This is an optimization exercise on Yosys and OpenROAD, whose aim is small area, not a production implementation. RTL that was checked went through simulation tests only; none was proved equivalent to the original. Only the layout flow was run in run 1; the RTL was not checked for function there. No activity file was given, so power comes from the tool's default toggle rates.

==> flow/design.v, too long to show whole: its modules and the start of the top module <==
// module fir16_top: 795 lines
// module fir16_fa: 6 lines
// module fir16_ha: 6 lines
module fir16_top (clk, reset, sample_in, y_out);
  // ...
==> flow/flow/run.sh <==
#!/bin/bash
# Standard layout; only the port buffers are the smallest buffer cell.
set -euo pipefail
bash standard.sh 'BUFFER_PORTS_ARGS=-buffer_cell sky130_fd_sc_hd__buf_1' finish > standard_flow.log 2>&1
==> flow/standard.sh <==
#!/bin/bash
# synth_recipe.tcl (not shown) runs the flow's synth.tcl, then flattens the netlist and writes it again
# the make line also repeats each setting of config.mk as NAME=value (left out here)
make -C /OpenROAD-flow-scripts/flow DESIGN_CONFIG=/design/flow/config.mk WORK_HOME=/design/flow/orfs CLKGATE_MAP_FILE= SYNTH_SCRIPT=/design/flow/synth_recipe.tcl "${@:-finish}"
==> flow/config.mk <==
export PLATFORM = sky130hd
export DESIGN_NAME = fir16_top
export DESIGN_NICKNAME = fir16_top
export VERILOG_FILES = /design/flow/design.v
export SDC_FILE = /design/flow/constraint.sdc
export NUM_CORES = 4
export LEC_CHECK = 0
export CAP_MARGIN = 20
export CORE_MARGIN = 2
export CORE_UTILIZATION = 40
export CTS_BUF_LIST = sky130_fd_sc_hd__clkbuf_8
export CTS_CLUSTER_DIAMETER = 80
export CTS_CLUSTER_SIZE = 16
export SLEW_MARGIN = 20
export SYNTH_HIERARCHICAL = 1
export SYNTH_MINIMUM_KEEP_SIZE = 0
==> flow/constraint.sdc <==
create_clock -name core_clock -period 8.0 [get_ports {clk}]
set_input_delay 1.6000 -clock core_clock [delete_from_list [all_inputs] [get_ports {clk}]]
set_output_delay 1.6000 -clock core_clock [all_outputs]
set_load 0.01 [all_outputs]
==> metrics.cfg, run 1 <==
[layout]
nMultiInputCombCells=708
drive_gt1_frac=0.0455
stdcell_count=1899
sh_seq_area=0.317
final_cell_mix=fa_1, dfxtp_1, inv_1, nor2b_1, ha_1

[synth]
synth_edf_count=0
synth-seq-cells=311
ys_seq_area_frac=0.339
syn-cell-area_um2=18300
synth.distinct_cells=11
synth_top_cell_by_area=fa_1

[global_routing]
antenna_found_initial=0

[placed_design]
port_buffers=53
dpl.cell_count=1857

[floorplan]
dieArea_um2=47600
dieHeight_um=218

[setup_path]
critPathLaunch=tap8[8]$_SDFF_PP0_
startpoint_type=flip-flop
reg2regPathDepth=19
worstSetupEndpointType=flip-flop
cp_top_family=adder cells

[drt]
maxUsedRoutingLayer=met4
routed_wl_um=35400
ant_nets=0

[sta]
worst_pin_slew_ps=921
max_freq_mhz=129
slew_headroom=0.386

[outcome]
status=finished clean

[power]
pwr.group.sequential_uw=1730

==> inputs of run 2 (changes only) <==
--- a/flow/design.v
+++ b/flow/design.v
@@ -367,320 +367,318 @@
     fir16_fa un403 (.a(n33), .b(~n401), .c(n35), .s(n403), .co(n404));
     assign n405 = ~(~n33 ^ n402);
     assign n406 = ~n33 | n402;
     fir16_fa un407 (.a(n367), .b(n195), .c(n405), .s(n407), .co(n408));
     fir16_fa un409 (.a(n131), .b(n404), .c(n257), .s(n409), .co(n410));
     fir16_ha un411 (.a(n407), .b(~n409), .s(n411), .co(n412));
     assign n413 = ~(~n65 ^ n225);
     assign n414 = ~n65 | n225;
-    fir16_fa un415 (.a(n413), .b(~n35), .c(n406), .s(n415), .co(n416));
-    fir16_fa un417 (.a(n197), .b(n408), .c(n369), .s(n417), .co(n418));
-    fir16_fa un419 (.a(n133), .b(~n415), .c(n410), .s(n419), .co(n420));
-    fir16_fa un421 (.a(n417), .b(~n259), .c(n412), .s(n421), .co(n422));
+    fir16_fa un415 (.a(n413), .b(n406), .c(n197), .s(n415), .co(n416));
+    fir16_fa un417 (.a(n408), .b(n369), .c(n415), .s(n417), .co(n418));
+    fir16_fa un419 (.a(n35), .b(n133), .c(n410), .s(n419), .co(n420));
+    fir16_fa un421 (.a(~n259), .b(n417), .c(n412), .s(n421), .co(n422));
     fir16_ha un423 (.a(~n419), .b(n421), .s(n423), .co(n424));
     assign n425 = ~(~n33 ^ n414);
     assign n426 = ~n33 | n414;
-    fir16_fa un427 (.a(n227), .b(n425), .c(~n295), .s(n427), .co(n428));
-    fir16_fa un429 (.a(n416), .b(n199), .c(n427), .s(n429), .co(n430));
-    fir16_fa un431 (.a(n257), .b(n135), .c(~n371), .s(n431), .co(n432));
-    fir16_fa un433 (.a(n418), .b(n429), .c(~n431), .s(n433), .co(n434));
-    fir16_fa un435 (.a(n420), .b(n261), .c(~n422), .s(n435), .co(n436));
-    fir16_fa un437 (.a(n433), .b(n424), .c(~n435), .s(n437), .co(n438));
+    fir16_fa un427 (.a(n227), .b(n425), .c(n199), .s(n427), .co(n428));
+    fir16_fa un429 (.a(n295), .b(n257), .c(n135), .s(n429), .co(n430));
+    fir16_fa un431 (.a(n416), .b(n371), .c(n418), .s(n431), .co(n432));
+    fir16_fa un433 (.a(n429), .b(n420), .c(n261), .s(n433), .co(n434));
+    fir16_fa un435 (.a(n427), .b(n431), .c(n422), .s(n435), .co(n436));
+    fir16_fa un437 (.a(~n433), .b(n424), .c(n435), .s(n437), .co(n438));
     assign n439 = ~(~n129 ^ ~n33);
     assign n440 = ~n129 | ~n33;
-    fir16_fa un441 (.a(n161), .b(~n439), .c(n35), .s(n441), .co(n442));
-    fir16_fa un443 (.a(n426), .b(n229), .c(~n441), .s(n443), .co(n444));
-    fir16_fa un445 (.a(n428), .b(~n297), .c(n443), .s(n445), .co(n446));
-    fir16_fa un447 (.a(n201), .b(n430), .c(n373), .s(n447), .co(n448));
-    fir16_fa un449 (.a(n137), .b(n259), .c(n432), .s(n449), .co(n450));
-    fir16_fa un451 (.a(n445), .b(n434), .c(n447), .s(n451), .co(n452));
-    fir16_fa un453 (.a(n449), .b(n263), .c(n436), .s(n453), .co(n454));
-    fir16_fa un455 (.a(n451), .b(n438), .c(~n453), .s(n455), .co(n456));
+    fir16_fa un441 (.a(n439), .b(n426), .c(n229), .s(n441), .co(n442));
+    fir16_fa un443 (.a(n161), .b(n35), .c(n297), .s(n443), .co(n444));
+    fir16_fa un445 (.a(n441), .b(n201), .c(n428), .s(n445), .co(n446));
+    fir16_fa un447 (.a(n137), .b(n430), .c(n259), .s(n447), .co(n448));
+    fir16_fa un449 (.a(n373), .b(n432), .c(n445), .s(n449), .co(n450));
+    fir16_fa un451 (.a(n443), .b(n447), .c(n263), .s(n451), .co(n452));
+    fir16_fa un453 (.a(~n434), .b(n449), .c(n436), .s(n453), .co(n454));
+    fir16_fa un455 (.a(~n451), .b(n438), .c(n453), .s(n455), .co(n456));
     fir16_fa un457 (.a(n367), .b(n35), .c(n163), .s(n457), .co(n458));
-    fir16_fa un459 (.a(~n440), .b(n331), .c(n442), .s(n459), .co(n460));
-    fir16_fa un461 (.a(n457), .b(n257), .c(~n231), .s(n461), .co(n462));
-    fir16_fa un463 (.a(n459), .b(n461), .c(n299), .s(n463), .co(n464));
-    fir16_fa un465 (.a(n444), .b(n446), .c(n203), .s(n465), .co(n466));
-    fir16_fa un467 (.a(n139), .b(n261), .c(n450), .s(n467), .co(n468));
-    fir16_fa un469 (.a(n375), .b(n448), .c(~n463), .s(n469), .co(n470));
-    fir16_fa un471 (.a(n465), .b(n452), .c(n469), .s(n471), .co(n472));
-    fir16_fa un473 (.a(n467), .b(n265), .c(n454), .s(n473), .co(n474));
-    fir16_fa un475 (.a(n471), .b(~n473), .c(n456), .s(n475), .co(n476));
+    fir16_fa un459 (.a(n331), .b(n457), .c(n257), .s(n459), .co(n460));
+    fir16_fa un461 (.a(n440), .b(n231), .c(n442), .s(n461), .co(n462));
+    fir16_fa un463 (.a(n459), .b(n444), .c(n299), .s(n463), .co(n464));
+    fir16_fa un465 (.a(n461), .b(n203), .c(n446), .s(n465), .co(n466));
+    fir16_fa un467 (.a(n139), .b(n448), .c(n261), .s(n467), .co(n468));
+    fir16_fa un469 (.a(n375), .b(n450), .c(n465), .s(n469), .co(n470));
+    fir16_fa un471 (.a(n463), .b(n467), .c(n265), .s(n471), .co(n472));
+    fir16_fa un473 (.a(~n452), .b(n454), .c(n469), .s(n473), .co(n474));
+    fir16_fa un475 (.a(~n471), .b(n456), .c(n473), .s(n475), .co(n476));
     assign n477 = ~(n65 ^ n129);
     assign n478 = n65 | n129;
     fir16_fa un479 (.a(n37), .b(n165), .c(n458), .s(n479), .co(n480));
-    fir16_fa un481 (.a(n369), .b(n460), .c(n333), .s(n481), .co(n482));
-    fir16_fa un483 (.a(n479), .b(n462), .c(n259), .s(n483), .co(n484));
-    fir16_fa un485 (.a(n477), .b(n233), .c(~n481), .s(n485), .co(n486));
-    fir16_fa un487 (.a(n301), .b(n464), .c(n483), .s(n487), .co(n488));
-    fir16_fa un489 (.a(n485), .b(n205), .c(n466), .s(n489), .co(n490));
-    fir16_fa un491 (.a(n141), .b(n263), .c(n468), .s(n491), .co(n492));
-    fir16_fa un493 (.a(n377), .b(n470), .c(~n487), .s(n493), .co(n494));
-    fir16_fa un495 (.a(n489), .b(n472), .c(n493), .s(n495), .co(n496));
-    fir16_fa un497 (.a(n491), .b(n267), .c(n474), .s(n497), .co(n498));
-    fir16_fa un499 (.a(n495), .b(~n497), .c(n476), .s(n499), .co(n500));
+    fir16_fa un481 (.a(n369), .b(n333), .c(n479), .s(n481), .co(n482));
+    fir16_fa un483 (.a(n477), .b(n233), .c(n462), .s(n483), .co(n484));
+    fir16_fa un485 (.a(n460), .b(n259), .c(n481), .s(n485), .co(n486));
+    fir16_fa un487 (.a(n301), .b(n464), .c(n141), .s(n487), .co(n488));
+    fir16_fa un489 (.a(n483), .b(n205), .c(n466), .s(n489), .co(n490));
+    fir16_fa un491 (.a(n485), .b(n263), .c(n468), .s(n491), .co(n492));
+    fir16_fa un493 (.a(n377), .b(n489), .c(n470), .s(n493), .co(n494));
+    fir16_fa un495 (.a(n487), .b(n491), .c(n267), .s(n495), .co(n496));
+    fir16_fa un497 (.a(~n472), .b(n493), .c(n474), .s(n497), .co(n498));
+    fir16_fa un499 (.a(~n495), .b(n497), .c(n476), .s(n499), .co(n500));
     assign n501 = ~(n129 ^ n478);
     assign n502 = n129 | n478;
     fir16_fa un503 (.a(n131), .b(n501), .c(n295), .s(n503), .co(n504));
     fir16_fa un505 (.a(n39), .b(n167), .c(n480), .s(n505), .co(n506));
-    fir16_fa un507 (.a(n371), .b(n482), .c(n335), .s(n507), .co(n508));
-    fir16_fa un509 (.a(n503), .b(~n505), .c(n235), .s(n509), .co(n510));
-    fir16_fa un511 (.a(n484), .b(n261), .c(n507), .s(n511), .co(n512));
-    fir16_fa un513 (.a(n303), .b(n48), .c(n488), .s(n513), .co(n514));
-    fir16_fa un515 (.a(n486), .b(n509), .c(n207), .s(n515), .co(n516));
-    fir16_fa un517 (.a(n143), .b(n511), .c(n265), .s(n517), .co(n518));
-    fir16_fa un519 (.a(n490), .b(n379), .c(n494), .s(n519), .co(n520));
-    fir16_fa un521 (.a(n492), .b(n513), .c(~n515), .s(n521), .co(n522));
-    fir16_fa un523 (.a(n517), .b(n269), .c(n521), .s(n523), .co(n524));
-    fir16_fa un525 (.a(n519), .b(n496), .c(~n498), .s(n525), .co(n526));
+    fir16_fa un507 (.a(n371), .b(n335), .c(n482), .s(n507), .co(n508));
+    fir16_fa un509 (.a(n503), .b(n235), .c(n484), .s(n509), .co(n510));
+    fir16_fa un511 (.a(n505), .b(n261), .c(n486), .s(n511), .co(n512));
+    fir16_fa un513 (.a(n507), .b(n303), .c(n48), .s(n513), .co(n514));
+    fir16_fa un515 (.a(n143), .b(n488), .c(n511), .s(n515), .co(n516));
+    fir16_fa un517 (.a(n509), .b(n207), .c(n490), .s(n517), .co(n518));
+    fir16_fa un519 (.a(n265), .b(n492), .c(n513), .s(n519), .co(n520));
+    fir16_fa un521 (.a(n379), .b(n517), .c(n494), .s(n521), .co(n522));
+    fir16_fa un523 (.a(n515), .b(n519), .c(n269), .s(n523), .co(n524));
+    fir16_fa un525 (.a(~n496), .b(n521), .c(n498), .s(n525), .co(n526));
     fir16_fa un527 (.a(~n523), .b(n525), .c(n500), .s(n527), .co(n528));
-    fir16_fa un529 (.a(~n145), .b(n209), .c(n367), .s(n529), .co(n530));
-    fir16_fa un531 (.a(n502), .b(n331), .c(n133), .s(n531), .co(n532));
-    fir16_fa un533 (.a(n529), .b(n504), .c(n297), .s(n533), .co(n534));
-    fir16_fa un535 (.a(n41), .b(n169), .c(n506), .s(n535), .co(n536));
-    fir16_fa un537 (.a(n531), .b(~n373), .c(n533), .s(n537), .co(n538));
-    fir16_fa un539 (.a(n337), .b(n508), .c(n535), .s(n539), .co(n540));
-    fir16_fa un541 (.a(n237), .b(n510), .c(n537), .s(n541), .co(n542));
+    fir16_fa un529 (.a(n209), .b(n367), .c(n502), .s(n529), .co(n530));
+    fir16_fa un531 (.a(n331), .b(n133), .c(n529), .s(n531), .co(n532));
+    fir16_fa un533 (.a(n504), .b(n297), .c(n531), .s(n533), .co(n534));
+    fir16_fa un535 (.a(n145), .b(n41), .c(n169), .s(n535), .co(n536));
+    fir16_fa un537 (.a(n506), .b(n373), .c(n337), .s(n537), .co(n538));
+    fir16_fa un539 (.a(~n533), .b(n535), .c(n508), .s(n539), .co(n540));
+    fir16_fa un541 (.a(n237), .b(n510), .c(n208), .s(n541), .co(n542));
     fir16_fa un543 (.a(n263), .b(n144), .c(n512), .s(n543), .co(n544));
-    fir16_fa un545 (.a(n539), .b(n305), .c(n514), .s(n545), .co(n546));
-    fir16_fa un547 (.a(n208), .b(n541), .c(n516), .s(n547), .co(n548));
-    fir16_fa un549 (.a(n543), .b(n267), .c(n518), .s(n549), .co(n550));
-    fir16_fa un551 (.a(n381), .b(n520), .c(n547), .s(n551), .co(n552));
-    fir16_fa un553 (.a(n545), .b(n522), .c(n549), .s(n553), .co(n554));
-    fir16_fa un555 (.a(n271), .b(~n551), .c(n524), .s(n555), .co(n556));
-    fir16_fa un557 (.a(~n526), .b(n553), .c(n555), .s(n557), .co(n558));
-    fir16_ha un559 (.a(n528), .b(~n557), .s(n559), .co(n560));
-    fir16_fa un561 (.a(~n147), .b(n211), .c(n530), .s(n561), .co(n562));
-    fir16_fa un563 (.a(n369), .b(n135), .c(n561), .s(n563), .co(n564));
-    fir16_fa un565 (.a(~n273), .b(n532), .c(n333), .s(n565), .co(n566));
-    fir16_fa un567 (.a(n534), .b(n299), .c(n563), .s(n567), .co(n568));
-    fir16_fa un569 (.a(n43), .b(n171), .c(n536), .s(n569), .co(n570));
-    fir16_fa un571 (.a(n565), .b(n538), .c(n567), .s(n571), .co(n572));
-    fir16_fa un573 (.a(n375), .b(n339), .c(n569), .s(n573), .co(n574));
+    fir16_fa un545 (.a(n537), .b(n539), .c(n305), .s(n545), .co(n546));
+    fir16_fa un547 (.a(n514), .b(n516), .c(n543), .s(n547), .co(n548));
+    fir16_fa un549 (.a(n541), .b(n518), .c(n381), .s(n549), .co(n550));
+    fir16_fa un551 (.a(n267), .b(n545), .c(n520), .s(n551), .co(n552));
+    fir16_fa un553 (.a(~n547), .b(n522), .c(n549), .s(n553), .co(n554));
+    fir16_fa un555 (.a(n551), .b(n271), .c(n524), .s(n555), .co(n556));
+    fir16_fa un557 (.a(n526), .b(n553), .c(~n555), .s(n557), .co(n558));
+    fir16_ha un559 (.a(n528), .b(n557), .s(n559), .co(n560));
+    fir16_fa un561 (.a(n211), .b(n530), .c(n369), .s(n561), .co(n562));
+    fir16_fa un563 (.a(n135), .b(n333), .c(n532), .s(n563), .co(n564));
+    fir16_fa un565 (.a(n561), .b(n299), .c(n534), .s(n565), .co(n566));
+    fir16_fa un567 (.a(n147), .b(n273), .c(n43), .s(n567), .co(n568));
+    fir16_fa un569 (.a(n171), .b(n536), .c(n375), .s(n569), .co(n570));
+    fir16_fa un571 (.a(n567), .b(n339), .c(n538), .s(n571), .co(n572));
+    fir16_fa un573 (.a(n563), .b(n565), .c(n176), .s(n573), .co(n574));
     fir16_fa un575 (.a(n540), .b(n16), .c(n48), .s(n575), .co(n576));
-    fir16_fa un577 (.a(n176), .b(n240), .c(n239), .s(n577), .co(n578));
-    fir16_fa un579 (.a(n542), .b(n571), .c(~n265), .s(n579), .co(n580));
-    fir16_fa un581 (.a(n544), .b(n573), .c(n575), .s(n581), .co(n582));
-    fir16_fa un583 (.a(n577), .b(n579), .c(n548), .s(n583), .co(n584));
-    fir16_fa un585 (.a(n307), .b(n546), .c(n269), .s(n585), .co(n586));
-    fir16_fa un587 (.a(~n383), .b(n581), .c(n550), .s(n587), .co(n588));
-    fir16_fa un589 (.a(~n272), .b(n552), .c(n583), .s(n589), .co(n590));
-    fir16_fa un591 (.a(n585), .b(n554), .c(n587), .s(n591), .co(n592));
-    fir16_fa un593 (.a(n556), .b(~n589), .c(n591), .s(n593), .co(n594));
-    fir16_fa un595 (.a(n558), .b(n593), .c(~n560), .s(n595), .co(n596));
+    fir16_fa un577 (.a(n240), .b(~n569), .c(n239), .s(n577), .co(n578));
+    fir16_fa un579 (.a(n265), .b(n544), .c(n571), .s(n579), .co(n580));
+    fir16_fa un581 (.a(n542), .b(n573), .c(n577), .s(n581), .co(n582));
+    fir16_fa un583 (.a(n575), .b(n307), .c(n546), .s(n583), .co(n584));
+    fir16_fa un585 (.a(n548), .b(n579), .c(n269), .s(n585), .co(n586));
+    fir16_fa un587 (.a(n383), .b(n550), .c(n581), .s(n587), .co(n588));
+    fir16_fa un589 (.a(n583), .b(n552), .c(n272), .s(n589), .co(n590));
+    fir16_fa un591 (.a(n554), .b(~n585), .c(n587), .s(n591), .co(n592));
+    fir16_fa un593 (.a(n589), .b(n556), .c(~n591), .s(n593), .co(n594));
+    fir16_fa un595 (.a(n558), .b(~n593), .c(n560), .s(n595), .co(n596));
     assign n597 = ~(n241 ^ ~n149);
     assign n598 = n241 | ~n149;
-    fir16_fa un599 (.a(n213), .b(n562), .c(n597), .s(n599), .co(n600));
-    fir16_fa un601 (.a(n371), .b(n137), .c(n564), .s(n601), .co(n602));
-    fir16_fa un603 (.a(n599), .b(n566), .c(n335), .s(n603), .co(n604));
-    fir16_fa un605 (.a(n301), .b(n601), .c(n568), .s(n605), .co(n606));
-    fir16_fa un607 (.a(n275), .b(n45), .c(n173), .s(n607), .co(n608));
-    fir16_fa un609 (.a(n570), .b(n377), .c(n80), .s(n609), .co(n610));
-    fir16_fa un611 (.a(n603), .b(n240), .c(n572), .s(n611), .co(n612));
-    fir16_fa un613 (.a(n341), .b(n607), .c(n574), .s(n613), .co(n614));
-    fir16_fa un615 (.a(n605), .b(n578), .c(n611), .s(n615), .co(n616));
-    fir16_fa un617 (.a(n576), .b(n609), .c(n267), .s(n617), .co(n618));
-    fir16_fa un619 (.a(n613), .b(n582), .c(n309), .s(n619), .co(n620));
-    fir16_fa un621 (.a(n580), .b(n615), .c(n584), .s(n621), .co(n622));
+    fir16_fa un599 (.a(n213), .b(n597), .c(n371), .s(n599), .co(n600));
+    fir16_fa un601 (.a(n562), .b(n137), .c(n335), .s(n601), .co(n602));
+    fir16_fa un603 (.a(n564), .b(n599), .c(n301), .s(n603), .co(n604));
+    fir16_fa un605 (.a(n275), .b(n45), .c(n173), .s(n605), .co(n606));
+    fir16_fa un607 (.a(n601), .b(n566), .c(~n568), .s(n607), .co(n608));
+    fir16_fa un609 (.a(n377), .b(n570), .c(n80), .s(n609), .co(n610));
+    fir16_fa un611 (.a(n240), .b(n603), .c(n607), .s(n611), .co(n612));
+    fir16_fa un613 (.a(n341), .b(n605), .c(n572), .s(n613), .co(n614));
+    fir16_fa un615 (.a(n574), .b(~n576), .c(n578), .s(n615), .co(n616));
+    fir16_fa un617 (.a(n609), .b(n267), .c(n613), .s(n617), .co(n618));
+    fir16_fa un619 (.a(n611), .b(n582), .c(n615), .s(n619), .co(n620));
+    fir16_fa un621 (.a(n580), .b(n309), .c(n584), .s(n621), .co(n622));
     fir16_fa un623 (.a(n617), .b(n271), .c(n586), .s(n623), .co(n624));
-    fir16_fa un625 (.a(~n385), .b(n588), .c(n619), .s(n625), .co(n626));
-    fir16_fa un627 (.a(n623), .b(n592), .c(n625), .s(n627), .co(n628));
-    fir16_fa un629 (.a(n621), .b(n590), .c(~n594), .s(n629), .co(n630));
-    fir16_fa un631 (.a(n627), .b(~n629), .c(n596), .s(n631), .co(n632));
+    fir16_fa un625 (.a(n385), .b(n588), .c(n619), .s(n625), .co(n626));
+    fir16_fa un627 (.a(n621), .b(n590), .c(n623), .s(n627), .co(n628));
+    fir16_fa un629 (.a(n592), .b(n625), .c(~n627), .s(n629), .co(n630));
+    fir16_fa un631 (.a(~n594), .b(n629), .c(n596), .s(n631), .co(n632));
     fir16_fa un633 (.a(n243), .b(n598), .c(n387), .s(n633), .co(n634));
-    fir16_fa un635 (.a(n273), .b(n151), .c(~n215), .s(n635), .co(n636));
-    fir16_fa un637 (.a(n600), .b(n633), .c(n373), .s(n637), .co(n638));
-    fir16_fa un639 (.a(n139), .b(n602), .c(n337), .s(n639), .co(n640));
-    fir16_fa un641 (.a(n635), .b(n277), .c(~n604), .s(n641), .co(n642));
-    fir16_fa un643 (.a(n637), .b(n303), .c(n606), .s(n643), .co(n644));
-    fir16_fa un645 (.a(n16), .b(n48), .c(n112), .s(n645), .co(n646));
-    fir16_fa un647 (.a(n47), .b(n175), .c(n641), .s(n647), .co(n648));
-    fir16_fa un649 (.a(n608), .b(n379), .c(n610), .s(n649), .co(n650));
-    fir16_fa un651 (.a(n639), .b(n612), .c(n643), .s(n651), .co(n652));
-    fir16_fa un653 (.a(n645), .b(n343), .c(n647), .s(n653), .co(n654));
-    fir16_fa un655 (.a(n614), .b(n649), .c(n269), .s(n655), .co(n656));
-    fir16_fa un657 (.a(n616), .b(~n618), .c(n651), .s(n657), .co(n658));
-    fir16_fa un659 (.a(n653), .b(n272), .c(n311), .s(n659), .co(n660));
-    fir16_fa un661 (.a(n386), .b(n657), .c(n622), .s(n661), .co(n662));
-    fir16_fa un663 (.a(n620), .b(n655), .c(n624), .s(n663), .co(n664));
+    fir16_fa un635 (.a(n215), .b(n633), .c(n373), .s(n635), .co(n636));
+    fir16_fa un637 (.a(n273), .b(n151), .c(n277), .s(n637), .co(n638));
+    fir16_fa un639 (.a(n600), .b(n139), .c(n337), .s(n639), .co(n640));
+    fir16_fa un641 (.a(n602), .b(n635), .c(n303), .s(n641), .co(n642));
+    fir16_fa un643 (.a(n16), .b(n48), .c(n112), .s(n643), .co(n644));
+    fir16_fa un645 (.a(n637), .b(n47), .c(n175), .s(n645), .co(n646));
+    fir16_fa un647 (.a(n604), .b(n639), .c(n608), .s(n647), .co(n648));
+    fir16_fa un649 (.a(n606), .b(n379), .c(n610), .s(n649), .co(n650));
+    fir16_fa un651 (.a(n641), .b(n647), .c(n612), .s(n651), .co(n652));
+    fir16_fa un653 (.a(n643), .b(n343), .c(n645), .s(n653), .co(n654));
+    fir16_fa un655 (.a(n614), .b(n649), .c(~n616), .s(n655), .co(n656));
+    fir16_fa un657 (.a(n269), .b(n653), .c(n618), .s(n657), .co(n658));
+    fir16_fa un659 (.a(n651), .b(n386), .c(n620), .s(n659), .co(n660));
+    fir16_fa un661 (.a(n272), .b(n311), .c(n655), .s(n661), .co(n662));
+    fir16_fa un663 (.a(n622), .b(n657), .c(n624), .s(n663), .co(n664));
     fir16_fa un665 (.a(n659), .b(n626), .c(~n661), .s(n665), .co(n666));
-    fir16_fa un667 (.a(n663), .b(n628), .c(n665), .s(n667), .co(n668));
-    fir16_fa un669 (.a(~n630), .b(n667), .c(n632), .s(n669), .co(n670));
+    fir16_fa un667 (.a(n628), .b(n663), .c(~n665), .s(n667), .co(n668));
+    fir16_fa un669 (.a(n630), .b(~n667), .c(n632), .s(n669), .co(n670));
     assign n671 = ~(~n49 ^ ~n177);
     assign n672 = ~n49 | ~n177;
-    fir16_fa un673 (.a(n671), .b(n245), .c(~n313), .s(n673), .co(n674));
-    fir16_fa un675 (.a(n634), .b(n217), .c(n673), .s(n675), .co(n676));
-    fir16_fa un677 (.a(n153), .b(n636), .c(n275), .s(n677), .co(n678));
-    fir16_fa un679 (.a(n389), .b(n375), .c(n638), .s(n679), .co(n680));
-    fir16_fa un681 (.a(n675), .b(~n677), .c(n141), .s(n681), .co(n682));
-    fir16_fa un683 (.a(n279), .b(n642), .c(n144), .s(n683), .co(n684));
-    fir16_fa un685 (.a(n339), .b(n640), .c(n679), .s(n685), .co(n686));
-    fir16_fa un687 (.a(n48), .b(n176), .c(~n681), .s(n687), .co(n688));
-    fir16_fa un689 (.a(n646), .b(n648), .c(n683), .s(n689), .co(n690));
-    fir16_fa un691 (.a(n305), .b(n644), .c(n685), .s(n691), .co(n692));
-    fir16_fa un693 (.a(n381), .b(n687), .c(n650), .s(n693), .co(n694));
-    fir16_fa un695 (.a(n345), .b(n654), .c(n689), .s(n695), .co(n696));
-    fir16_fa un697 (.a(n693), .b(n312), .c(n271), .s(n697), .co(n698));
-    fir16_fa un699 (.a(n652), .b(n691), .c(n658), .s(n699), .co(n700));
-    fir16_fa un701 (.a(n656), .b(n695), .c(n660), .s(n701), .co(n702));
-    fir16_fa un703 (.a(~n697), .b(n699), .c(n662), .s(n703), .co(n704));
-    fir16_fa un705 (.a(n664), .b(n701), .c(n666), .s(n705), .co(n706));
+    fir16_fa un673 (.a(n671), .b(n245), .c(n634), .s(n673), .co(n674));
+    fir16_fa un675 (.a(n313), .b(n153), .c(n275), .s(n675), .co(n676));
+    fir16_fa un677 (.a(n217), .b(n389), .c(n673), .s(n677), .co(n678));
+    fir16_fa un679 (.a(n375), .b(n636), .c(~n675), .s(n679), .co(n680));
+    fir16_fa un681 (.a(n141), .b(n339), .c(n640), .s(n681), .co(n682));
+    fir16_fa un683 (.a(n279), .b(n638), .c(n144), .s(n683), .co(n684));
+    fir16_fa un685 (.a(~n677), .b(n48), .c(n176), .s(n685), .co(n686));
+    fir16_fa un687 (.a(n679), .b(n305), .c(n642), .s(n687), .co(n688));
+    fir16_fa un689 (.a(n644), .b(n683), .c(n646), .s(n689), .co(n690));
+    fir16_fa un691 (.a(n681), .b(n648), .c(~n685), .s(n691), .co(n692));
+    fir16_fa un693 (.a(n381), .b(n650), .c(~n687), .s(n693), .co(n694));
+    fir16_fa un695 (.a(n345), .b(n689), .c(n654), .s(n695), .co(n696));
+    fir16_fa un697 (.a(n656), .b(n312), .c(n693), .s(n697), .co(n698));
+    fir16_fa un699 (.a(n652), .b(n691), .c(~n271), .s(n699), .co(n700));
+    fir16_fa un701 (.a(n695), .b(n658), .c(n662), .s(n701), .co(n702));
+    fir16_fa un703 (.a(n660), .b(~n697), .c(n699), .s(n703), .co(n704));
+    fir16_fa un705 (.a(n664), .b(n701), .c(~n666), .s(n705), .co(n706));
     fir16_fa un707 (.a(~n703), .b(n668), .c(n705), .s(n707), .co(n708));
-    assign n709 = n707 ^ n670;
-    assign n710 = ~(n707 | n670);
+    fir16_ha un709 (.a(~n707), .b(n670), .s(n709), .co(n710));
     assign n711 = ~(n672 ^ ~n51);
     assign n712 = n672 | ~n51;
-    fir16_fa un713 (.a(n179), .b(~n711), .c(n273), .s(n713), .co(n714));
-    fir16_fa un715 (.a(n247), .b(n674), .c(~n713), .s(n715), .co(n716));
-    fir16_fa un717 (.a(n315), .b(n155), .c(n678), .s(n717), .co(n718));
-    fir16_fa un719 (.a(n219), .b(n676), .c(n715), .s(n719), .co(n720));
-    fir16_fa un721 (.a(n391), .b(n377), .c(n680), .s(n721), .co(n722));
-    fir16_fa un723 (.a(n277), .b(n717), .c(n16), .s(n723), .co(n724));
-    fir16_fa un725 (.a(n208), .b(n176), .c(n240), .s(n725), .co(n726));
-    fir16_fa un727 (.a(n719), .b(n143), .c(n682), .s(n727), .co(n728));
-    fir16_fa un729 (.a(n341), .b(n686), .c(n721), .s(n729), .co(n730));
-    fir16_fa un731 (.a(n281), .b(n684), .c(n723), .s(n731), .co(n732));
-    fir16_fa un733 (.a(n725), .b(n688), .c(~n307), .s(n733), .co(n734));
-    fir16_fa un735 (.a(n690), .b(n731), .c(n383), .s(n735), .co(n736));
-    fir16_fa un737 (.a(n727), .b(n692), .c(n729), .s(n737), .co(n738));
-    fir16_fa un739 (.a(n694), .b(n733), .c(n272), .s(n739), .co(n740));
-    fir16_fa un741 (.a(n347), .b(n696), .c(n735), .s(n741), .co(n742));
-    fir16_fa un743 (.a(~n737), .b(n698), .c(n739), .s(n743), .co(n744));
-    fir16_fa un745 (.a(~n700), .b(n741), .c(n702), .s(n745), .co(n746));
-    fir16_fa un747 (.a(n743), .b(~n704), .c(n745), .s(n747), .co(n748));
-    fir16_fa un749 (.a(n706), .b(n747), .c(n708), .s(n749), .co(n750));
-    fir16_fa un751 (.a(n145), .b(n712), .c(~n53), .s(n751), .co(n752));
-    fir16_fa un753 (.a(n181), .b(n349), .c(~n751), .s(n753), .co(n754));
-    fir16_fa un755 (.a(n714), .b(n275), .c(n753), .s(n755), .co(n756));
-    fir16_fa un757 (.a(n249), .b(n716), .c(~n317), .s(n757), .co(n758));
-    fir16_fa un759 (.a(n755), .b(n157), .c(n718), .s(n759), .co(n760));
-    fir16_fa un761 (.a(n221), .b(n720), .c(n393), .s(n761), .co(n762));
-    fir16_fa un763 (.a(n80), .b(n144), .c(n757), .s(n763), .co(n764));
-    fir16_fa un765 (.a(n279), .b(n759), .c(n724), .s(n765), .co(n766));
-    fir16_fa un767 (.a(n379), .b(n722), .c(n761), .s(n767), .co(n768));
-    fir16_fa un769 (.a(n728), .b(n763), .c(n343), .s(n769), .co(n770));
-    fir16_fa un771 (.a(n726), .b(n283), .c(n765), .s(n771), .co(n772));
-    fir16_fa un773 (.a(n730), .b(n767), .c(n309), .s(n773), .co(n774));
-    fir16_fa un775 (.a(n732), .b(n734), .c(~n769), .s(n775), .co(n776));
-    fir16_fa un777 (.a(n348), .b(n771), .c(n385), .s(n777), .co(n778));
-    fir16_fa un779 (.a(n738), .b(~n736), .c(n773), .s(n779), .co(n780));
-    fir16_fa un781 (.a(n775), .b(n740), .c(n777), .s(n781), .co(n782));
-    fir16_fa un783 (.a(n742), .b(~n779), .c(n744), .s(n783), .co(n784));
-    fir16_fa un785 (.a(n781), .b(n746), .c(n783), .s(n785), .co(n786));
-    assign n787 = n748 ^ n785;
-    assign n788 = ~(n748 | n785);
+    fir16_fa un713 (.a(n179), .b(n273), .c(n315), .s(n713), .co(n714));
+    fir16_fa un715 (.a(n711), .b(n247), .c(n674), .s(n715), .co(n716));
+    fir16_fa un717 (.a(n155), .b(n676), .c(n277), .s(n717), .co(n718));
+    fir16_fa un719 (.a(n219), .b(n391), .c(~n713), .s(n719), .co(n720));
+    fir16_fa un721 (.a(n678), .b(n715), .c(n377), .s(n721), .co(n722));
+    fir16_fa un723 (.a(n16), .b(n208), .c(n176), .s(n723), .co(n724));
+    fir16_fa un725 (.a(n680), .b(n143), .c(n719), .s(n725), .co(n726));
+    fir16_fa un727 (.a(n240), .b(n717), .c(n281), .s(n727), .co(n728));
+    fir16_fa un729 (.a(n341), .b(n682), .c(n721), .s(n729), .co(n730));
+    fir16_fa un731 (.a(n684), .b(n686), .c(n723), .s(n731), .co(n732));
+    fir16_fa un733 (.a(n307), .b(n725), .c(n688), .s(n733), .co(n734));
+    fir16_fa un735 (.a(n727), .b(n690), .c(n383), .s(n735), .co(n736));
+    fir16_fa un737 (.a(n729), .b(n692), .c(~n731), .s(n737), .co(n738));
+    fir16_fa un739 (.a(n694), .b(n272), .c(n347), .s(n739), .co(n740));
+    fir16_fa un741 (.a(~n733), .b(n696), .c(n735), .s(n741), .co(n742));
+    fir16_fa un743 (.a(n737), .b(~n698), .c(n700), .s(n743), .co(n744));
+    fir16_fa un745 (.a(n739), .b(n741), .c(n702), .s(n745), .co(n746));
+    fir16_fa un747 (.a(n704), .b(n743), .c(~n745), .s(n747), .co(n748));
+    fir16_fa un749 (.a(n706), .b(~n747), .c(n708), .s(n749), .co(n750));
+    fir16_fa un751 (.a(n53), .b(n181), .c(n349), .s(n751), .co(n752));
+    fir16_fa un753 (.a(n145), .b(n712), .c(n249), .s(n753), .co(n754));
+    fir16_fa un755 (.a(n751), .b(n275), .c(n714), .s(n755), .co(n756));
+    fir16_fa un757 (.a(n753), .b(n716), .c(n221), .s(n757), .co(n758));
+    fir16_fa un759 (.a(n317), .b(n157), .c(n279), .s(n759), .co(n760));
+    fir16_fa un761 (.a(n393), .b(n720), .c(n80), .s(n761), .co(n762));
+    fir16_fa un763 (.a(n718), .b(n755), .c(~n144), .s(n763), .co(n764));
+    fir16_fa un765 (.a(n757), .b(n379), .c(n722), .s(n765), .co(n766));
+    fir16_fa un767 (.a(n759), .b(n724), .c(n763), .s(n767), .co(n768));
+    fir16_fa un769 (.a(n726), .b(n761), .c(n343), .s(n769), .co(n770));
+    fir16_fa un771 (.a(n283), .b(n728), .c(n732), .s(n771), .co(n772));
+    fir16_fa un773 (.a(n730), .b(n765), .c(n309), .s(n773), .co(n774));
+    fir16_fa un775 (.a(~n767), .b(n734), .c(n769), .s(n775), .co(n776));
+    fir16_fa un777 (.a(n348), .b(n385), .c(n736), .s(n777), .co(n778));
+    fir16_fa un779 (.a(n738), .b(~n771), .c(n773), .s(n779), .co(n780));
+    fir16_fa un781 (.a(n740), .b(n742), .c(n777), .s(n781), .co(n782));
+    fir16_fa un783 (.a(n775), .b(n779), .c(n744), .s(n783), .co(n784));
+    fir16_fa un785 (.a(n781), .b(n746), .c(~n783), .s(n785), .co(n786));
+    fir16_ha un787 (.a(n748), .b(~n785), .s(n787), .co(n788));
     fir16_fa un789 (.a(n387), .b(n55), .c(n183), .s(n789), .co(n790));
-    fir16_fa un791 (.a(n351), .b(n754), .c(n789), .s(n791), .co(n792));
-    fir16_fa un793 (.a(n147), .b(n752), .c(n251), .s(n793), .co(n794));
-    fir16_fa un795 (.a(n277), .b(n756), .c(n791), .s(n795), .co(n796));
-    fir16_fa un797 (.a(n793), .b(n758), .c(n112), .s(n797), .co(n798));
-    fir16_fa un799 (.a(n319), .b(n223), .c(n795), .s(n799), .co(n800));
-    fir16_fa un801 (.a(n144), .b(n159), .c(n395), .s(n801), .co(n802));
-    fir16_fa un803 (.a(n762), .b(n764), .c(n797), .s(n803), .co(n804));
-    fir16_fa un805 (.a(n760), .b(n281), .c(n799), .s(n805), .co(n806));
-    fir16_fa un807 (.a(n381), .b(n801), .c(n768), .s(n807), .co(n808));
+    fir16_fa un791 (.a(n752), .b(n351), .c(n789), .s(n791), .co(n792));
+    fir16_fa un793 (.a(n147), .b(n251), .c(n754), .s(n793), .co(n794));
+    fir16_fa un795 (.a(n277), .b(n791), .c(n756), .s(n795), .co(n796));
+    fir16_fa un797 (.a(n793), .b(n112), .c(n144), .s(n797), .co(n798));
+    fir16_fa un799 (.a(n319), .b(~n159), .c(n223), .s(n799), .co(n800));
+    fir16_fa un801 (.a(n281), .b(n760), .c(n795), .s(n801), .co(n802));
+    fir16_fa un803 (.a(n758), .b(n395), .c(n762), .s(n803), .co(n804));
+    fir16_fa un805 (.a(n797), .b(n381), .c(n766), .s(n805), .co(n806));
+    fir16_fa un807 (.a(n764), .b(n799), .c(n801), .s(n807), .co(n808));
     fir16_fa un809 (.a(n803), .b(n345), .c(n770), .s(n809), .co(n810));
-    fir16_fa un811 (.a(n766), .b(n287), .c(n805), .s(n811), .co(n812));
-    fir16_fa un813 (.a(n807), .b(n311), .c(n774), .s(n813), .co(n814));
-    fir16_fa un815 (.a(n772), .b(n386), .c(n776), .s(n815), .co(n816));
+    fir16_fa un811 (.a(n287), .b(n768), .c(n386), .s(n811), .co(n812));
+    fir16_fa un813 (.a(n805), .b(n311), .c(n774), .s(n813), .co(n814));
+    fir16_fa un815 (.a(n772), .b(n807), .c(~n776), .s(n815), .co(n816));
     fir16_fa un817 (.a(n809), .b(n780), .c(n813), .s(n817), .co(n818));
     fir16_fa un819 (.a(n811), .b(n778), .c(n815), .s(n819), .co(n820));
-    fir16_fa un821 (.a(n782), .b(n819), .c(n784), .s(n821), .co(n822));
-    fir16_fa un823 (.a(~n817), .b(n786), .c(n821), .s(n823), .co(n824));
+    fir16_fa un821 (.a(n782), .b(~n817), .c(n819), .s(n821), .co(n822));
+    fir16_fa un823 (.a(~n784), .b(n821), .c(n786), .s(n823), .co(n824));
     fir16_fa un825 (.a(n57), .b(n185), .c(n790), .s(n825), .co(n826));
-    fir16_fa un827 (.a(n149), .b(n313), .c(~n389), .s(n827), .co(n828));
-    fir16_fa un829 (.a(n353), .b(n792), .c(n825), .s(n829), .co(n830));
-    fir16_fa un831 (.a(n827), .b(n253), .c(n794), .s(n831), .co(n832));
-    fir16_fa un833 (.a(n208), .b(n176), .c(n240), .s(n833), .co(n834));
-    fir16_fa un835 (.a(n279), .b(n224), .c(n796), .s(n835), .co(n836));
-    fir16_fa un837 (.a(n160), .b(n831), .c(n798), .s(n837), .co(n838));
-    fir16_fa un839 (.a(n829), .b(n321), .c(n800), .s(n839), .co(n840));
-    fir16_fa un841 (.a(n835), .b(n283), .c(n397), .s(n841), .co(n842));
-    fir16_fa un843 (.a(n833), .b(n802), .c(n837), .s(n843), .co(n844));
-    fir16_fa un845 (.a(n839), .b(n806), .c(n291), .s(n845), .co(n846));
-    fir16_fa un847 (.a(n804), .b(n383), .c(n808), .s(n847), .co(n848));
-    fir16_fa un849 (.a(n312), .b(n843), .c(n347), .s(n849), .co(n850));
-    fir16_fa un851 (.a(n841), .b(n812), .c(n845), .s(n851), .co(n852));
-    fir16_fa un853 (.a(n810), .b(n847), .c(n814), .s(n853), .co(n854));
-    fir16_fa un855 (.a(n816), .b(~n849), .c(n851), .s(n855), .co(n856));
-    fir16_fa un857 (.a(n853), .b(n818), .c(~n820), .s(n857), .co(n858));
-    fir16_fa un859 (.a(n855), .b(~n857), .c(n822), .s(n859), .co(n860));
+    fir16_fa un827 (.a(n389), .b(n353), .c(n792), .s(n827), .co(n828));
+    fir16_fa un829 (.a(n149), .b(n313), .c(n253), .s(n829), .co(n830));
+    fir16_fa un831 (.a(n794), .b(n208), .c(n176), .s(n831), .co(n832));
+    fir16_fa un833 (.a(n825), .b(n279), .c(n224), .s(n833), .co(n834));
+    fir16_fa un835 (.a(n240), .b(n160), .c(n829), .s(n835), .co(n836));
+    fir16_fa un837 (.a(n827), .b(n796), .c(n321), .s(n837), .co(n838));
+    fir16_fa un839 (.a(n833), .b(n800), .c(n283), .s(n839), .co(n840));
+    fir16_fa un841 (.a(n798), .b(n831), .c(n835), .s(n841), .co(n842));
+    fir16_fa un843 (.a(n397), .b(n802), .c(n837), .s(n843), .co(n844));
+    fir16_fa un845 (.a(n804), .b(n383), .c(n806), .s(n845), .co(n846));
+    fir16_fa un847 (.a(n291), .b(n839), .c(n808), .s(n847), .co(n848));
+    fir16_fa un849 (.a(n841), .b(n312), .c(n347), .s(n849), .co(n850));
+    fir16_fa un851 (.a(n843), .b(n812), .c(n847), .s(n851), .co(n852));
+    fir16_fa un853 (.a(n810), .b(n845), .c(n814), .s(n853), .co(n854));
+    fir16_fa un855 (.a(n849), .b(n853), .c(n818), .s(n855), .co(n856));
+    fir16_fa un857 (.a(n816), .b(n851), .c(n820), .s(n857), .co(n858));
+    fir16_fa un859 (.a(n822), .b(~n855), .c(n857), .s(n859), .co(n860));
     fir16_fa un861 (.a(n349), .b(n151), .c(n315), .s(n861), .co(n862));
     fir16_fa un863 (.a(n59), .b(n187), .c(n826), .s(n863), .co(n864));
-    fir16_fa un865 (.a(~n391), .b(n828), .c(n861), .s(n865), .co(n866));
-    fir16_fa un867 (.a(n355), .b(n863), .c(n830), .s(n867), .co(n868));
-    fir16_fa un869 (.a(~n255), .b(n865), .c(n832), .s(n869), .co(n870));
-    fir16_fa un871 (.a(n281), .b(n836), .c(n867), .s(n871), .co(n872));
-    fir16_fa un873 (.a(n834), .b(n869), .c(n838), .s(n873), .co(n874));
-    fir16_fa un875 (.a(n323), .b(n287), .c(n840), .s(n875), .co(n876));
-    fir16_fa un877 (.a(n871), .b(n399), .c(n842), .s(n877), .co(n878));
-    fir16_fa un879 (.a(n844), .b(n873), .c(n348), .s(n879), .co(n880));
-    fir16_fa un881 (.a(n875), .b(n846), .c(n293), .s(n881), .co(n882));
-    fir16_fa un883 (.a(n385), .b(~n877), .c(n848), .s(n883), .co(n884));
-    fir16_fa un885 (.a(n850), .b(n879), .c(~n852), .s(n885), .co(n886));
-    fir16_fa un887 (.a(~n881), .b(n883), .c(n854), .s(n887), .co(n888));
-    fir16_fa un889 (.a(n885), .b(n887), .c(n858), .s(n889), .co(n890));
-    fir16_fa un891 (.a(n856), .b(~n889), .c(n860), .s(n891), .co(n892));
+    fir16_fa un865 (.a(n391), .b(n355), .c(n863), .s(n865), .co(n866));
+    fir16_fa un867 (.a(~n861), .b(n828), .c(n255), .s(n867), .co(n868));
+    fir16_fa un869 (.a(n281), .b(n834), .c(n865), .s(n869), .co(n870));
+    fir16_fa un871 (.a(n830), .b(n832), .c(n836), .s(n871), .co(n872));
+    fir16_fa un873 (.a(n867), .b(n323), .c(n838), .s(n873), .co(n874));
+    fir16_fa un875 (.a(n287), .b(n869), .c(n399), .s(n875), .co(n876));
+    fir16_fa un877 (.a(~n840), .b(n842), .c(n871), .s(n877), .co(n878));
+    fir16_fa un879 (.a(n844), .b(n873), .c(~n348), .s(n879), .co(n880));
+    fir16_fa un881 (.a(n875), .b(n293), .c(n848), .s(n881), .co(n882));
+    fir16_fa un883 (.a(n385), .b(n846), .c(n877), .s(n883), .co(n884));
+    fir16_fa un885 (.a(n879), .b(n852), .c(n881), .s(n885), .co(n886));
+    fir16_fa un887 (.a(n850), .b(n883), .c(n854), .s(n887), .co(n888));
+    fir16_fa un889 (.a(~n885), .b(n887), .c(n856), .s(n889), .co(n890));
+    fir16_fa un891 (.a(n858), .b(~n889), .c(n860), .s(n891), .co(n892));
     fir16_fa un893 (.a(n387), .b(n153), .c(n351), .s(n893), .co(n894));
     fir16_fa un895 (.a(n862), .b(n317), .c(n893), .s(n895), .co(n896));
     fir16_fa un897 (.a(n61), .b(n189), .c(n864), .s(n897), .co(n898));
-    fir16_fa un899 (.a(n393), .b(~n866), .c(n256), .s(n899), .co(n900));
-    fir16_fa un901 (.a(n357), .b(n897), .c(n868), .s(n901), .co(n902));
-    fir16_fa un903 (.a(n895), .b(~n899), .c(n870), .s(n903), .co(n904));
-    fir16_fa un905 (.a(n283), .b(n901), .c(n872), .s(n905), .co(n906));
-    fir16_fa un907 (.a(n327), .b(n400), .c(n291), .s(n907), .co(n908));
-    fir16_fa un909 (.a(n903), .b(n874), .c(n386), .s(n909), .co(n910));
-    fir16_fa un911 (.a(n876), .b(n905), .c(n294), .s(n911), .co(n912));
-    fir16_fa un913 (.a(n878), .b(n907), .c(~n880), .s(n913), .co(n914));
-    fir16_fa un915 (.a(~n909), .b(n882), .c(n911), .s(n915), .co(n916));
-    fir16_fa un917 (.a(n884), .b(~n913), .c(n886), .s(n917), .co(n918));
-    fir16_fa un919 (.a(~n915), .b(n888), .c(n917), .s(n919), .co(n920));
-    fir16_fa un921 (.a(n890), .b(n919), .c(~n892), .s(n921), .co(n922));
+    fir16_fa un899 (.a(n393), .b(n256), .c(~n895), .s(n899), .co(n900));
+    fir16_fa un901 (.a(n357), .b(n897), .c(n866), .s(n901), .co(n902));
+    fir16_fa un903 (.a(n868), .b(n899), .c(n283), .s(n903), .co(n904));
+    fir16_fa un905 (.a(n901), .b(n870), .c(n327), .s(n905), .co(n906));
+    fir16_fa un907 (.a(n400), .b(n874), .c(n291), .s(n907), .co(n908));
+    fir16_fa un909 (.a(n903), .b(n876), .c(n905), .s(n909), .co(n910));
+    fir16_fa un911 (.a(n872), .b(n386), .c(n878), .s(n911), .co(n912));
+    fir16_fa un913 (.a(n294), .b(n907), .c(n880), .s(n913), .co(n914));
+    fir16_fa un915 (.a(n909), .b(n882), .c(~n911), .s(n915), .co(n916));
+    fir16_fa un917 (.a(n913), .b(n886), .c(n915), .s(n917), .co(n918));
+    fir16_fa un919 (.a(n884), .b(n888), .c(n890), .s(n919), .co(n920));
+    fir16_fa un921 (.a(n917), .b(~n919), .c(n892), .s(n921), .co(n922));
     fir16_fa un923 (.a(n389), .b(n155), .c(n894), .s(n923), .co(n924));
     fir16_fa un925 (.a(n353), .b(n319), .c(n923), .s(n925), .co(n926));
     fir16_fa un927 (.a(n896), .b(n63), .c(n191), .s(n927), .co(n928));
     fir16_fa un929 (.a(n898), .b(n395), .c(n900), .s(n929), .co(n930));
     fir16_fa un931 (.a(n925), .b(~n359), .c(n927), .s(n931), .co(n932));
     fir16_fa un933 (.a(n902), .b(n287), .c(n929), .s(n933), .co(n934));
-    fir16_fa un935 (.a(n906), .b(n329), .c(n933), .s(n935), .co(n936));
-    fir16_fa un937 (.a(n904), .b(n931), .c(~n908), .s(n937), .co(n938));
-    fir16_fa un939 (.a(n293), .b(n912), .c(n935), .s(n939), .co(n940));
-    fir16_fa un941 (.a(n910), .b(n937), .c(~n914), .s(n941), .co(n942));
-    fir16_fa un943 (.a(n916), .b(n939), .c(~n941), .s(n943), .co(n944));
-    fir16_fa un945 (.a(n918), .b(~n943), .c(n920), .s(n945), .co(n946));
+    fir16_fa un935 (.a(n904), .b(n906), .c(n329), .s(n935), .co(n936));
+    fir16_fa un937 (.a(n933), .b(n908), .c(n293), .s(n937), .co(n938));
+    fir16_fa un939 (.a(~n931), .b(n910), .c(n935), .s(n939), .co(n940));
+    fir16_fa un941 (.a(~n912), .b(n914), .c(n937), .s(n941), .co(n942));
+    fir16_fa un943 (.a(n939), .b(n916), .c(n941), .s(n943), .co(n944));
+    fir16_fa un945 (.a(n918), .b(n943), .c(~n920), .s(n945), .co(n946));
     assign n947 = ~(n391 ^ n157);
     assign n948 = n391 | n157;
     fir16_fa un949 (.a(n924), .b(n355), .c(n64), .s(n949), .co(n950));
     fir16_fa un951 (.a(n192), .b(n947), .c(n321), .s(n951), .co(n952));
     fir16_fa un953 (.a(n926), .b(n949), .c(n928), .s(n953), .co(n954));
     fir16_fa un955 (.a(n397), .b(n951), .c(~n930), .s(n955), .co(n956));
     fir16_fa un957 (.a(n363), .b(n291), .c(n330), .s(n957), .co(n958));
     fir16_fa un959 (.a(n953), .b(n932), .c(n955), .s(n959), .co(n960));
     fir16_fa un961 (.a(n934), .b(n294), .c(n957), .s(n961), .co(n962));
-    fir16_fa un963 (.a(~n936), .b(n959), .c(n938), .s(n963), .co(n964));
-    fir16_fa un965 (.a(n961), .b(n940), .c(~n963), .s(n965), .co(n966));
-    fir16_fa un967 (.a(~n942), .b(n965), .c(n944), .s(n967), .co(n968));
+    fir16_fa un963 (.a(n936), .b(~n959), .c(n938), .s(n963), .co(n964));
+    fir16_fa un965 (.a(n961), .b(n940), .c(n963), .s(n965), .co(n966));
+    fir16_fa un967 (.a(n942), .b(n965), .c(n944), .s(n967), .co(n968));
     assign n969 = ~(n393 ^ n948);
     assign n970 = n393 | n948;
     fir16_fa un971 (.a(n969), .b(n357), .c(n950), .s(n971), .co(n972));
     fir16_fa un973 (.a(~n159), .b(n323), .c(n952), .s(n973), .co(n974));
     fir16_fa un975 (.a(n971), .b(n954), .c(n399), .s(n975), .co(n976));
-    fir16_fa un977 (.a(n956), .b(n973), .c(~n365), .s(n977), .co(n978));
+    fir16_fa un977 (.a(n973), .b(n956), .c(~n365), .s(n977), .co(n978));
     fir16_fa un979 (.a(~n975), .b(n293), .c(n958), .s(n979), .co(n980));
     fir16_fa un981 (.a(n960), .b(n977), .c(~n962), .s(n981), .co(n982));
-    fir16_fa un983 (.a(~n979), .b(n964), .c(n981), .s(n983), .co(n984));
-    fir16_fa un985 (.a(n966), .b(~n983), .c(n968), .s(n985), .co(n986));
+    fir16_fa un983 (.a(n979), .b(n964), .c(~n981), .s(n983), .co(n984));
+    fir16_fa un985 (.a(n966), .b(n983), .c(n968), .s(n985), .co(n986));
     fir16_fa un987 (.a(~n160), .b(n970), .c(n395), .s(n987), .co(n988));
     fir16_fa un989 (.a(n359), .b(n972), .c(n987), .s(n989), .co(n990));
     fir16_fa un991 (.a(n327), .b(n400), .c(n974), .s(n991), .co(n992));
     fir16_fa un993 (.a(~n366), .b(n989), .c(n976), .s(n993), .co(n994));
     fir16_fa un995 (.a(~n294), .b(n991), .c(n978), .s(n995), .co(n996));
     fir16_fa un997 (.a(n993), .b(~n980), .c(n995), .s(n997), .co(n998));
-    fir16_fa un999 (.a(n982), .b(n997), .c(n984), .s(n999), .co(n1000));
+    fir16_fa un999 (.a(n982), .b(n997), .c(~n984), .s(n999), .co(n1000));
     assign n1001 = ~(~n397 ^ n988);
     assign n1002 = ~n397 | n988;
     fir16_fa un1003 (.a(n363), .b(n1001), .c(n990), .s(n1003), .co(n1004));
     fir16_fa un1005 (.a(n329), .b(n992), .c(n1003), .s(n1005), .co(n1006));
     fir16_fa un1007 (.a(n994), .b(n996), .c(n1005), .s(n1007), .co(n1008));
     fir16_ha un1009 (.a(n998), .b(n1007), .s(n1009), .co(n1010));
     assign n1011 = ~(n1002 ^ ~n399);
     assign n1012 = n1002 | ~n399;
@@ -690,58 +688,58 @@
     fir16_fa un1019 (.a(~n400), .b(n366), .c(n1012), .s(n1019), .co(n1020));
     fir16_fa un1021 (.a(n1014), .b(n1019), .c(n1016), .s(n1021), .co(n1022));
     assign n1023 = 1'b1;
     fir16_ha un1024 (.a(~r_n710), .b(r_n749), .s(n1024), .co(n1025));
     fir16_fa un1026 (.a(r_n750), .b(~r_n787), .c(n1025), .s(n1026), .co(n1027));
     fir16_fa un1028 (.a(~r_n788), .b(r_n823), .c(n1027), .s(n1028), .co(n1029));
     fir16_fa un1030 (.a(r_n824), .b(r_n859), .c(n1029), .s(n1030), .co(n1031));
     fir16_ha un1032 (.a(r_n891), .b(n1031), .s(n1032), .co(n1033));
-    fir16_ha un1034 (.a(~r_n921), .b(n1033), .s(n1034), .co(n1035));
-    fir16_fa un1036 (.a(r_n922), .b(r_n945), .c(~n1035), .s(n1036), .co(n1037));
-    fir16_fa un1038 (.a(r_n946), .b(~r_n967), .c(n1037), .s(n1038), .co(n1039));
-    fir16_ha un1040 (.a(r_n985), .b(~n1039), .s(n1040), .co(n1041));
+    fir16_ha un1034 (.a(r_n921), .b(n1033), .s(n1034), .co(n1035));
+    fir16_fa un1036 (.a(r_n922), .b(r_n945), .c(n1035), .s(n1036), .co(n1037));
+    fir16_fa un1038 (.a(r_n946), .b(r_n967), .c(n1037), .s(n1038), .co(n1039));
+    fir16_ha un1040 (.a(r_n985), .b(n1039), .s(n1040), .co(n1041));
     fir16_fa un1042 (.a(r_n986), .b(~r_n999), .c(n1041), .s(n1042), .co(n1043));
     fir16_fa un1044 (.a(r_n1000), .b(r_n1009), .c(~n1043), .s(n1044), .co(n1045));
     assign n1046 = r_n1017 ^ n1045;
     assign n1047 = ~(r_n1017 | n1045);
     fir16_fa un1048 (.a(r_n1018), .b(r_n1021), .c(~n1047), .s(n1048), .co(n1049));
     fir16_fa un1050 (.a(r_n1020), .b(r_n1022), .c(n1049), .s(n1050), .co(n1051));
     assign n1052 = r_n1023 ^ n1051;
     assign n1053 = ~(r_n1023 | n1051);
-    wire [28:0] y = {n1052, ~n1050, ~n1048, n1046, ~n1044, n1042, n1040, ~n1038, ~n1036, n1034, n1032, n1030, n1028, n1026, n1024, ~r_n709, r_n669, r_n631, r_n595, ~r_n559, ~r_n527, ~r_n499, ~r_n475, ~r_n455, ~r_n437, ~r_n423, ~r_n411, r_n403, ~r_n33};
+    wire [28:0] y = {n1052, ~n1050, ~n1048, n1046, ~n1044, n1042, n1040, n1038, n1036, n1034, n1032, n1030, n1028, n1026, n1024, ~r_n709, ~r_n669, ~r_n631, ~r_n595, ~r_n559, ~r_n527, ~r_n499, ~r_n475, ~r_n455, ~r_n437, ~r_n423, ~r_n411, r_n403, ~r_n33};
     always @(posedge clk) begin
         if (reset) begin
             r_n33 <= 1'b1;
             r_n403 <= 1'b0;
             r_n411 <= 1'b1;
             r_n423 <= 1'b1;
             r_n437 <= 1'b1;
             r_n455 <= 1'b1;
             r_n475 <= 1'b1;
             r_n499 <= 1'b1;
             r_n527 <= 1'b1;
             r_n559 <= 1'b1;
-            r_n595 <= 1'b0;
-            r_n631 <= 1'b0;
-            r_n669 <= 1'b0;
+            r_n595 <= 1'b1;
+            r_n631 <= 1'b1;
+            r_n669 <= 1'b1;
             r_n709 <= 1'b1;
             r_n710 <= 1'b1;
             r_n749 <= 1'b0;
             r_n750 <= 1'b0;
             r_n787 <= 1'b1;
             r_n788 <= 1'b1;
             r_n823 <= 1'b0;
             r_n824 <= 1'b0;
             r_n859 <= 1'b0;
             r_n891 <= 1'b0;
-            r_n921 <= 1'b1;
-            r_n922 <= 1'b1;
-            r_n945 <= 1'b1;
-            r_n946 <= 1'b1;
+            r_n921 <= 1'b0;
+            r_n922 <= 1'b0;
+            r_n945 <= 1'b0;
+            r_n946 <= 1'b0;
             r_n967 <= 1'b0;
             r_n985 <= 1'b0;
             r_n986 <= 1'b0;
             r_n999 <= 1'b1;
             r_n1000 <= 1'b1;
             r_n1009 <= 1'b1;
             r_n1017 <= 1'b1;
             r_n1018 <= 1'b1;
==> flow/config.mk (replaced) <==
export PLATFORM = sky130hd
export DESIGN_NAME = fir16_top
export DESIGN_NICKNAME = fir16_top
export VERILOG_FILES = /design/flow/design.v
export SDC_FILE = /design/flow/constraint.sdc
export NUM_CORES = 4
export LEC_CHECK = 0
export CAP_MARGIN = 20
export CORE_MARGIN = 2
export CORE_UTILIZATION = 70
export CTS_BUF_LIST = sky130_fd_sc_hd__clkbuf_8
export CTS_CLUSTER_DIAMETER = 80
export CTS_CLUSTER_SIZE = 16
export SLEW_MARGIN = 20
export SYNTH_HIERARCHICAL = 1
export SYNTH_MINIMUM_KEEP_SIZE = 0
==> metrics.cfg, run 2 <==
[outcome]
status=finished clean  ; unchanged

[clock_tree]
cts_made_buffers=23  ; was 28
worstSkewPairLatency_ps=570  ; was 640 ps
ctsHoldBuffers=0  ; unchanged
cts.sinks=311  ; unchanged
htreeDepth=1  ; unchanged
cts_tree=yes  ; unchanged
clk_pin_slew_ps=100  ; about the same
root_buffer=clkbuf_8  ; unchanged
cts.path.max_buffers=3  ; unchanged

[power]
p_leak_uw=0.00902  ; was 0.00908 uW
powerDensity_nw_per_um2=258  ; was 277 nW/um^2
p_sw_frac=0.375  ; was 0.389
power_frac_comb=0.502  ; was 0.514
ir_worst_vdd_mv=0.339  ; was 0.298 mV
clkPwrFrac=0.149  ; was 0.169
intPower_uw=3080  ; was 3330 uW
p_sw_uw=1850  ; was 2120 uW
power_frac_seq=0.349  ; was 0.317

[setup_path]
rrSetupSlack_ps=180  ; was 240 ps
worstSetupEndpointType=flip-flop  ; unchanged
worstPathMaxFanout=2  ; was 3
worstPathRequired_ps=8430  ; was 8570 ps
path_class=reg2reg  ; unchanged
startpoint_type=flip-flop  ; unchanged
worstPathArrival_ps=8250  ; was 8330 ps

[sta]
finalHoldViolCount=0  ; unchanged
finalSetupViolations=0  ; unchanged
post-route-period-util=0.977  ; was 0.970
finalClockSkew_ps=16.6  ; was 45.2 ps
min_period_ps=7820  ; was 7760 ps
drv_slew=0  ; unchanged
slew_headroom=0.429  ; was 0.386
rsz0062_at_grt=yes  ; was no
tns_ps=0  ; unchanged
max_freq_mhz=128  ; was 129 MHz
worst_pin_slew_ps=857  ; was 921 ps

[synth]
yosys_warnings=7  ; unchanged
synth.area.top_cells=fa_1, dfxtp_1, nor2b_1  ; unchanged
synth.distinct_cells=11  ; unchanged
synth_top_cell_by_area=fa_1  ; unchanged
synth_edf_count=0  ; unchanged
synth_nets=1754  ; was 1779
synth.top_cell.area_share=0.514  ; was 0.511
ys_seq_area_frac=0.341  ; was 0.339
yosys-top-cells-count=fa_1, dfxtp_1, inv_1  ; unchanged
yosysMostFrequentCell=fa_1  ; unchanged
synth-seq-cells=311  ; unchanged
synthCells=1211  ; was 1236
synth-main-ff-cell=dfxtp_1  ; unchanged
postSynthAreaPerCell_um2=15.1  ; was 14.8 um^2
async_reset_ff_frac=0  ; unchanged
syn-cell-area_um2=18200  ; was 18300 um^2

[layout]
stdcell_count=1604  ; was 1899
n_antenna_cell=0  ; was 1
drive_gt1_frac=0.0457  ; was 0.0455
mostFrequentLayoutCell=fa_1  ; unchanged
final_cell_mix=fa_1, dfxtp_1, inv_1, nor2b_1, ha_1  ; unchanged
area_growth_pct=4.84  ; was 7.12%
nNetsFinal=1810  ; was 1830

[floorplan]
io_pins=54  ; unchanged
initial_utilization=0.706  ; was 0.405
rows=59  ; was 78
dieArea_um2=27400  ; was 47600 um^2
core-area_um2=25800  ; was 45300 um^2
die-width_um=165  ; was 218 um
dieHeight_um=165  ; was 218 um

[flow_run]
drv_cap=0  ; unchanged

[placed_design]
dpl.cell_count=1575  ; was 1857
place_hpwl_um=30400  ; about the same
place.gp.congestion=0.935  ; was 0.948
port_buffers=53  ; unchanged

[drt]
drt_iter0_drc=411  ; was 439
wl_per_cell_um=21.7  ; was 18.6 um
vias_per_cell=5.24  ; was 4.38
routed_wl_um=34800  ; was 35400 um
drc_errors=0  ; unchanged
via_count=8398  ; was 8310
ant_nets=0  ; unchanged
first_pass_iters=4  ; unchanged

[global_routing]
grt-ovfl-total=0  ; unchanged
grt_pass1_vias=9647  ; was 9966
grt_max_degree=85  ; was 103
grt_pass1_wl_um=53900  ; was 56000 um
antenna_found_initial=0  ; unchanged
gr-usage-all-layers=0.276  ; was 0.158

[min_path]
hp-class=reg2reg  ; unchanged

## run 2: worst paths after layout
| path | startpoint | to | depth (start not counted) |
|---|---|---|---|
| max | tap3[0]$_DFF_P_ | r_n921$_SDFF_PP0_ | 19 |
| min | tap0[7]$_SDFF_PP0_ | tap1[7]$_DFF_P_ | 0 |
| max reg2reg | tap3[0]$_DFF_P_ | r_n921$_SDFF_PP0_ | 19 |
| min reg2reg | tap0[7]$_SDFF_PP0_ | tap1[7]$_DFF_P_ | 0 |
## run 2: metal layers
metal,wire (um),GRT usage,vias up
li1,-,-,3626
met1,17000,0.452,4494
met2,14500,0.381,246
met3,2950,0.0817,32
met4,429,0.0423,0
met5,0,0,-
## run 2: final cells by class
cell class                      count  area (um^2)
Clock inverter                      4         23.8
Inverter                          152          571
Clock buffer                       23          317
Fill cell                        1711         6710
Multi-Input combinational cell    708        11200
Sequential cell                   311         6230
Tap cell                          335          419
Timing Repair Buffer               71          338
## run 2: cell families after synthesis
family,share of synthesized area
fa+ha+maj,0.553
simple gates,0.0605
buf+inv,0.0449
xor+xnor,0.000480
flops,0.341
## run 2: through the flow
stage	power [uW]	hold WS [ps]	cell area (um^2)	utilization	setup WS [ps]
after CTS	5020	330	19100	0.738	38.0
after global placement	4210	310	18700	0.725	98.4
final	4930	331	19100	0.740	181
after floorplan	3720	310	18200	-	479
after detailed placement	4300	312	18700	0.725	46.2
after global routing	5490	338	19100	0.740	-37.9
## run 2: Yosys stat by module (local to each module, per instance)
module | flops+latches | cell area [um^2]
fir16_ha | 0 | 12.5
fir16_fa | 0 | 20.0
fir16_top | 311 | 8400
## run 2: critical path: stages (launching register included)
cell,delay (ps)
dfxtp_1,320
ha_1,200
fa_1,400
fa_1,410
fa_1,470
fa_1,420
fa_1,400
fa_1,410
fa_1,400
fa_1,590
fa_1,510
fa_1,410
inv_1,90
fa_1,430
fa_1,470
fa_1,420
fa_1,450
fa_1,390
fa_1,490
nor2_1,40
## run 2: power groups by stage
stage	Clock, uW	Combinational (uW)	Sequential [uW]
final	732	2470	1720
after global routing	804	2950	1740
after CTS	752	2540	1720
after detailed placement	0	2540	1760
after global placement	0	2450	1760
after floorplan	0	1980	1750
## run 2: what timing repair did
item,4_1_cts,5_1_grt
buffers inserted,0,2
gates resized for setup,0,14
setup endpoints to repair,0,3

separate check: timing with driven ports:
In the flow no input, the clock included, has a driving cell. The finished layouts below were timed again as built, in two steps. Step 1 assumes that a clkbuf_16 drives the clock port and a buf_2 every other input. Step 2 adds t to the input delays and takes it off the output delays; t is the mean of the earliest and latest rising clock arrival at the registers after step 1. Input paths then give back, and output paths get back, about the clock's delay inside the block. a / b / c = no drivers / after step 1 / after step 2; a / b = the first two.
run	shift t [ns]	slack for setup (ns)	hold slack, ns	slew at the worst register clock pin (ns)
run 1	0.668	0.240 / 0.240 / 0.240	0.333 / 0.333 / 0.333	0.10 / 0.10
run 2	0.601	0.181 / 0.181 / 0.181	0.331 / 0.331 / 0.331	0.11 / 0.11
After both steps setup and hold are still met in every run listed.
